This design comes from an exercise in tuning for small area on the open sky130 flow, not from production work. The RTL of this run was laid out without a check of its function. No activity file was given, so power comes from the tool's default toggle rates.

==> design.v <==
module pll(
	input clk,
	input reset,
	input sig_in,
	input [6:0] phase_adj,      
	input [11:0] delay_adj,     
	input [15:0] default_freq,  
	output osc_out,
	output reg sig_bad,
	output reg [14-1:0] per_avg);
	reg [15:0] freq, freq_nxt, diff;
	reg        fb, fb_nxt, fb_d1, sig, sig_dly, sig_buf_dly, osc, osc_dly;
	reg        sig_bad_nxt;
	reg [768 - 1:0] sig_buffer;
	wire sig_buf = sig_buffer[768 - 1];
	reg [23:0] ctr, ctr_nxt, osc_nxt;
	reg [16:0] freq_nxt_x;
	assign osc_out = ctr[23];
	always @(*) begin
		ctr_nxt = ctr + {8'b0, freq};
		osc_nxt = ctr_nxt + {phase_adj, 17'b0};
		freq_nxt_x = {1'b0, freq} + {diff[15], diff};
		if(!reset)
			freq_nxt = default_freq;
		else if(freq_nxt_x[16])
			freq_nxt = 16'hFFFF;  
		else
			freq_nxt = freq_nxt_x[15:0];
	end
	always @(posedge clk or negedge reset) begin
		if(!reset) begin
			ctr     <= 24'b0;
			osc     <= 1'b0;
			osc_dly <= 1'b0;
		end else begin
			ctr     <= ctr_nxt;
			osc     <= osc_nxt[23];
			osc_dly <= osc;
		end
	end
	always @(posedge clk)
		freq <= freq_nxt;
	reg [1:0] err, err_prev, err_dif;
	reg       pd_up, pd_up_nxt, pd_dn, pd_dn_nxt, pd_up_d, pd_dn_d;
	wire sig_edge = sig_buf && !sig_buf_dly;
	wire fb_edge;
	always @(*) begin
		pd_up_nxt = ((pd_up && pd_dn) || sig_bad) ? 1'b0 : pd_up | sig_edge;
		pd_dn_nxt = ((pd_up && pd_dn) || sig_bad) ? 1'b0 : pd_dn | fb_edge;
		err      = {1'b0, pd_up} - {1'b0, pd_dn};
		err_prev = {1'b0, pd_up_d} - {1'b0, pd_dn_d};
		err_dif  = err - err_prev;
		diff     = {{9{err[1]}}, err, 5'b0} + {err_dif, 14'b0};
	end
	always @(posedge clk or negedge reset) begin
		if(!reset) begin
			pd_up   <= 1'b0;
			pd_dn   <= 1'b0;
			pd_up_d <= 1'b0;
			pd_dn_d <= 1'b0;
		end else begin
			pd_up   <= pd_up_nxt;
			pd_dn   <= pd_dn_nxt;
			pd_up_d <= pd_up;
			pd_dn_d <= pd_dn;
		end
	end
	reg [11:0] dly_ctr, dly_ctr_nxt, dly_ctr_max;
	always @(*) begin
		dly_ctr_nxt = dly_ctr;
		fb_nxt = fb;
		if(osc ^ osc_dly)
			dly_ctr_nxt = dly_ctr_max;
		else if(!dly_ctr)
			fb_nxt = osc;
		else
			dly_ctr_nxt = dly_ctr - 1;
	end
	always @(posedge clk or negedge reset) begin
		if(!reset) begin
			dly_ctr   <= 12'b0;
			fb        <= 1'b0;
			sig       <= 1'b0;
		end else begin
			dly_ctr   <= dly_ctr_nxt;
			fb        <= fb_nxt;
			sig       <= sig_in;
		end
	end
	always @(posedge clk) begin
		dly_ctr_max <= delay_adj;
		sig_dly     <= sig;
		sig_buf_dly <= sig_buf;
		fb_d1       <= fb;
	end
	reg [14-1:0] per_buffer[4 - 1:0];
	reg [14-1:0] per_ctr, per_ctr_nxt, trn_ctr, trn_ctr_nxt;
	reg     [9:0] bad_ctr, bad_ctr_nxt;
	reg    [11:0] post_bad_ctr, post_bad_ctr_nxt;
	reg     [3:0] flush_ctr, flush_ctr_nxt;
	reg           per_upd, per_upd_nxt, post_bad_cnt, post_bad_cnt_nxt;
	wire [14:0] per_buf_sum00 = {1'b0, per_buffer[0]} + {1'b0, per_buffer[1]};
	wire [14:0] per_buf_sum01 = {1'b0, per_buffer[2]} + {1'b0, per_buffer[3]};
	wire [14:0] per_buf_sum10 = {1'b0, per_buf_sum00[14:1]} + {1'b0, per_buf_sum01[14:1]};
	wire not_flushed = |(flush_ctr);
	always @(*) begin
		if(per_upd)
			per_ctr_nxt = 14'b0;
		else
			per_ctr_nxt = per_ctr + 1;
		per_upd_nxt = fb && !fb_d1;
		if(per_upd_nxt && not_flushed)
			flush_ctr_nxt = flush_ctr - 1;
		else
			flush_ctr_nxt = flush_ctr;
		if(sig ^ sig_dly)
			trn_ctr_nxt = 1'b0;
		else if(trn_ctr == 14'h3FFF)
			trn_ctr_nxt = trn_ctr;
		else
			trn_ctr_nxt = trn_ctr + 1;
		if((sig ^ sig_dly && (trn_ctr < {2'b0, per_avg[14-1:2]})) ||
		   (trn_ctr > per_avg) || not_flushed)
			bad_ctr_nxt = 768;
		else if(bad_ctr == 10'b0)
			bad_ctr_nxt = 10'b0;
		else
			bad_ctr_nxt = bad_ctr - 1;
		post_bad_ctr_nxt = post_bad_ctr;
		post_bad_cnt_nxt = post_bad_cnt;
		if(bad_ctr) begin
			post_bad_ctr_nxt = per_avg[14-1:2];
		end else if(post_bad_ctr && (post_bad_cnt || fb_edge)) begin
			post_bad_ctr_nxt = post_bad_ctr - 1;
			post_bad_cnt_nxt = 1'b1;
		end else if(!post_bad_ctr) begin
			post_bad_ctr_nxt = 12'b0;
			post_bad_cnt_nxt = 1'b0;
		end
		sig_bad_nxt = (|(bad_ctr)) || (|(post_bad_ctr));
	end
	always @(posedge clk or negedge reset) begin
		if(!reset) begin
			per_ctr      <= 14'b0;
			trn_ctr      <= 14'b0;
			per_avg      <= 14'b0;
			per_upd      <= 1'b1;
			bad_ctr      <= 10'b0;
			sig_bad      <= 1'b0;
			post_bad_ctr <= 12'b0;
			post_bad_cnt <= 1'b0;
			flush_ctr    <= 8;
		end else begin
			per_ctr      <= per_ctr_nxt;
			trn_ctr      <= trn_ctr_nxt;
			per_avg      <= per_buf_sum10[14:1];
			per_upd      <= per_upd_nxt;
			bad_ctr      <= bad_ctr_nxt;
			sig_bad      <= sig_bad_nxt;
			post_bad_ctr <= post_bad_ctr_nxt;
			post_bad_cnt <= post_bad_cnt_nxt;
			flush_ctr    <= flush_ctr_nxt;
		end
	end
	integer i;
	always @(posedge clk) begin
		if(per_upd) begin
			for(i = 0; i < 4 - 1; i = i + 1)
				per_buffer[i + 1] <= per_buffer[i];
			per_buffer[0] <= per_ctr;
		end
		sig_buffer <= {sig_buffer[768-2:0], sig_dly};
	end
	reg [2:0] fe_n, fe_n_nxt;
	reg [9:0] fe_ctr, fe_ctr_nxt, fe_gap;
	reg [2:0] fe_sel;
	assign fb_edge = (fe_n != 3'd0) && (fe_ctr == 10'd0);
	always @(*) begin
		fe_sel = fe_n - {2'b0, per_upd};
		case(fe_sel)
			3'd1:    fe_gap = per_ctr[9:0];
			3'd2:    fe_gap = per_buffer[0][9:0];
			3'd3:    fe_gap = per_buffer[1][9:0];
			default: fe_gap = per_buffer[2][9:0];
		endcase
		fe_n_nxt = fe_n + {2'b0, per_upd_nxt} - {2'b0, fb_edge};
		if(fb_edge && fe_n != 3'd1)
			fe_ctr_nxt = fe_gap;
		else if(per_upd_nxt && (fe_n == 3'd0 || fb_edge))
			fe_ctr_nxt = 768 - 1;
		else
			fe_ctr_nxt = fe_ctr - 1;
	end
	always @(posedge clk or negedge reset) begin
		if(!reset)
			fe_n <= 3'd0;
		else
			fe_n <= fe_n_nxt;
	end
	always @(posedge clk)
		fe_ctr <= fe_ctr_nxt;
endmodule
==> flow/run.sh <==
#!/bin/bash
# Standard ORFS layout, with two changes: CTS uses small clock buffers in
# larger clusters and no dummy loads, and the port buffers are the smallest
# buffer cell.
set -euo pipefail
export CTS_ARGS="-sink_clustering_enable -repair_clock_nets -dont_use_dummy_load -buf_list {sky130_fd_sc_hd__clkbuf_4 sky130_fd_sc_hd__clkbuf_8} -sink_clustering_size 20 -sink_clustering_max_diameter 50"
export BUFFER_PORTS_ARGS="-buffer_cell sky130_fd_sc_hd__buf_1"
bash standard.sh synth > synth.log 2>&1
bash standard.sh finish > finish.log 2>&1
==> standard.sh <==
#!/bin/bash
# synth_recipe.tcl (not shown) runs the flow's synth.tcl, then flattens the netlist and writes it again
# the make line also repeats each setting of config.mk as NAME=value (left out here)
make -C /OpenROAD-flow-scripts/flow DESIGN_CONFIG=/design/flow/config.mk WORK_HOME=/design/flow/orfs CLKGATE_MAP_FILE= SYNTH_SCRIPT=/design/flow/synth_recipe.tcl "${@:-finish}"
==> config.mk <==
export PLATFORM = sky130hd
export DESIGN_NAME = pll
export DESIGN_NICKNAME = pll
export VERILOG_FILES = /design/flow/design.v
export SDC_FILE = /design/flow/constraint.sdc
export NUM_CORES = 4
export LEC_CHECK = 0
export CAP_MARGIN = 20
export CORE_MARGIN = 2
export CORE_UTILIZATION = 45
export SLEW_MARGIN = 20
==> constraint.sdc <==
create_clock -name core_clock -period 10.0 [get_ports {clk}]
set_input_delay 2.0000 -clock core_clock [delete_from_list [all_inputs] [get_ports {clk}]]
set_output_delay 2.0000 -clock core_clock [all_outputs]
set_load 0.01 [all_outputs]
==> results.txt <==
==> worst reg2reg max path, delay by kind of cell, from the launching register on <==
family,cells,cell delay [ns]
compound gates,8,2.06
xor+xnor,2,0.35
fa+ha+maj,3,0.94
flops,1,0.37
simple gates,1,0.19
==> path summary, 6_finish.rpt <==
kind / endpoint / slack (ns)
worst max-delay path: osc$_DFF_PN0_ / 6.03
worst min-delay path: sig_buffer[676]$_DFF_P_ / 0.26
worst max register to register: osc$_DFF_PN0_ / 6.03
worst min register to register: sig_buffer[676]$_DFF_P_ / 0.26
max in group asynchronous: post_bad_ctr[5]$_DFFE_PN0P_ / 6.89
min in group asynchronous: sig$_DFF_PN0_ / 1.63
==> report_power, final <==
part | switching (uW) | total, uW | internal, uW
logic | 718 | 1250 | 533
clock network | 1100 | 1800 | 699
registers | 181 | 4350 | 4170
==> Yosys cell counts, types with 14 or more instances <==
master	count	area [um2]
a21o_1	22	165.2
a21oi_1	71	355.3
a211oi_1	16	120.1
nor4_1	14	87.58
dfxtp_1	804	16100
inv_1	54	202.7
ha_1	113	1414
o21ai_0	41	205.2
xnor2_1	73	639.4
nand3_1	30	150.1
dfrtp_1	116	2903
xor2_1	44	385.4
nor2_1	111	416.7
nand2_1	75	281.5
or3_1	16	100.1
nor3_1	31	155.2
edfxtp_1	61	1832
==> sequential cells by signal, indices dropped and copies added, names as in the netlist, 3 cells and up <==
signal	cells
bad_ctr	10
per_buffer	56
sig_buffer	768
trn_ctr	14
freq	16
flush_ctr	4
dly_ctr	12
ctr	24
dly_ctr_max	12
per_ctr	14
per_avg	14
post_bad_ctr	12
fe_ctr	10
fe_n	3
==> area by class of cell <==
| type | count | area [um2] |
|---|---|---|
| antenna | 2 | 5.005 |
| clock buffer | 78 | 1074 |
| fill | 5125 | 30610 |
| inverter | 54 | 202.7 |
| multi-input combinational | 863 | 6235 |
| sequential | 983 | 20880 |
| tap | 782 | 978.4 |
| timing repair buffer | 61 | 262.8 |
==> layer usage <==
layer	global-route usage (%)	up-vias	wire length (um)
li1	-	6738	-
met1	18.49	6265	19990
met2	18.75	201	16250
met3	3.783	79	2105
met4	4.842	0	1136
met5	0	-	0
==> through the flow <==
| step | total power, uW | setup WS [ns] | instances | hold WS, ns |
|---|---|---|---|---|
| 5_1_grt | 7850 | 5.652 | 2822 | 0.2559 |
| 4_1_cts | 7524 | 6.028 | 2821 | 0.2564 |
| 3_5_place_dp | 5697 | 5.713 | 2743 | 0.3121 |
| 6_report | 7405 | 6.029 | 2823 | 0.2631 |
| 2_1_floorplan | 5342 | 6.438 | 1918 | 0.3096 |
| 3_3_place_gp | 5650 | 5.721 | 2743 | 0.3120 |
==> kinds of logic after synthesis <==
logic type | synth area share (%)
AND/OR/NAND/NOR | 6.395
XOR/XNOR | 3.830
adder cells (fa/ha/maj) | 5.604
AO/OA/AOI/OAI | 6.358
buffers and inverters | 1.006
flip-flops | 76.29
multiplexers | 0.5165
==> key figures <==
Status
  – Outcome: no timing/DRC/antenna violations

Drt
  – DRT Wirelength: 39480 um
  – DR vias/cell: 4.705
  – First-pass DRT Iterations: 7
  – Post-route DRC: 0
  – Wirelength per Cell: 13.99 um
  – Via count: 13.28k
  – Drt initial violations: 709
  – Post-route ant nets: 0

Critical path
  – WP buf/inv: 0
  – Req. time, crit path: 10.55 ns
  – Cell depth of the worst setup path: 14
  – CP endpoint kind: flop
  – Worst path slowest cell: fa_1
  – Arr. time, crit path: 4.52 ns
  – Crit Path Max Fanout: 4
  – CP max stage delay: 0.41 ns
  – Reg2Reg Depth: 14
  – Worst Setup SP: freq[0]$_DFFE_PP_
  – Worst reg2reg startpoint: freq[0]$_DFFE_PP_
  – Cell family with most CP delay: compound AO/OA/AOI/OAI gates
  – Startpoint class of the critical path: flop
  – Crit-path cells: ha_1 > fa_1 > a21oi_1 > o21ai_1 > a21oi_1 > o22ai_1 > a221o_1 > o211ai_1 > xnor2_1 > ha_1 > and3_1 > a221o_1 > a221oi_2 > xor2_1
  – Worst Path Class, Setup: reg2reg

STA
  – Fmax: 251.8 MHz
  – Slew headroom: 34.79%
  – RSZ-0062 raised after global routing: false
  – Fin. Hold Viols: 0
  – Actual slew at the worst max-slew pin: 0.9782 ns
  – Setup Viol. Count Final: 0
  – Final period util: 39.71%
  – Final Max Tran Viols: 0
  – Clock Skew: 0.08045 ns
  – Setup_tns: 0 ns
  – Final Critical Period: 3.971 ns

Clock tree
  – Clock root buffer: clkbuf_8
  – Clk slew on worst S/H paths: 0.10 ns
  – Setup Buffers After CTS: 0
  – CTS buffer count: 78
  – Clock insertion delay at the later pin of the skew report: 0.67 ns
  – Clock Tree Buf Depth: 3
  – Hold_buf cts: 0
  – CTS-repair resized insts: 0
  – Sink Count: 983
  – CTS H-Tree Depth: 3
  – CTS tree: yes

Place
  – Port bufs: 53
  – Placer Congestion: 0.8041
  – Dpl hpwl: 24910 um
  – Cell Area, Placed: 28550 um2

Floorplanning
  – Row count: 90
  – Core Box Area: 60250 um2
  – Initial Util: 45.44%
  – Ports: 54
  – Die W: 250.6 um
  – Die ar.: 62820 um2
  – Die span in y: 250.6 um

Layout
  – Net count, final: 2198
  – Commonest non-fill, non-tap cell in the layout: dfxtp_1
  – Commonest non-fill, non-tap cells in the layout: 804 x dfxtp_1, 116 x dfrtp_1, 113 x ha_1
  – Post-Route Utilization: 49.20%
  – Area Overhead vs Synth: 8.283%
  – Final instance area: 29640 um2
  – Share of cells above drive strength 1: 5.689%

Global route
  – Largest net degree at the start of global routing: 75
  – Tot GR Track Use: 12.99%
  – Gr ovfl total: 0
  – Vias in the first global route: 13.37k
  – Initial antenna violation count: 2
  – First-pass GRT wire length: 66960 um

Run
  – Max_cap viols: 0

Pwr
  – Pleak: 0.01210 uW
  – Maximum VDD drop: 0.0001044 V
  – P per Cell Area: 249.8 nW/um2

Synthesis
  – Net count after synthesis: 2075
  – Mapped Cells: 1918
  – Main synth FF type: dfxtp_1
  – EDFF count, synth: 61
  – Sequential area share after synthesis: 76.29%
  – Post-synth ARST share: 12.00%
  – Netlist Area Pre-Place: 27370 um2
  – Distinct cells, synth: 78
  – Synthesized flop and latch total: 983
  – YS warnings: 2
  – Avg Inst Size Synth: 14.27 um2

Min path
  – Hold Crit Depth: 0
  – Hold_sp: sig_buffer[675]$_DFF_P_
  – Hold WC Path Type: reg2reg

port drivers added, routing unchanged:
No port has a modelled driver above. Below, the same layout with a new extraction and two added sets of constraints. Step 1, drivers: a clkbuf_16 drives clk and a buf_2 each remaining input, both assumed. Step 2 adds t to the input delays and takes it off the output delays; t is the mean of the earliest and latest rising clock arrival at the registers after step 1. Input paths then give back, and output paths get back, about the clock's delay inside the block. a / b / c = ideal ports / drivers / drivers and shift; a / b = the first two.
t, ns: 0.685
slack for setup (ns): 6.029 / 6.029 / 5.777
worst hold slack (ns): 0.263 / 0.263 / 0.263
clock arrival spread, ns: 0.090 / 0.090
After both steps this run still meets setup and hold. The setup slack of this run moves by 0.000 ns with the drivers and by -0.252 ns with both steps.
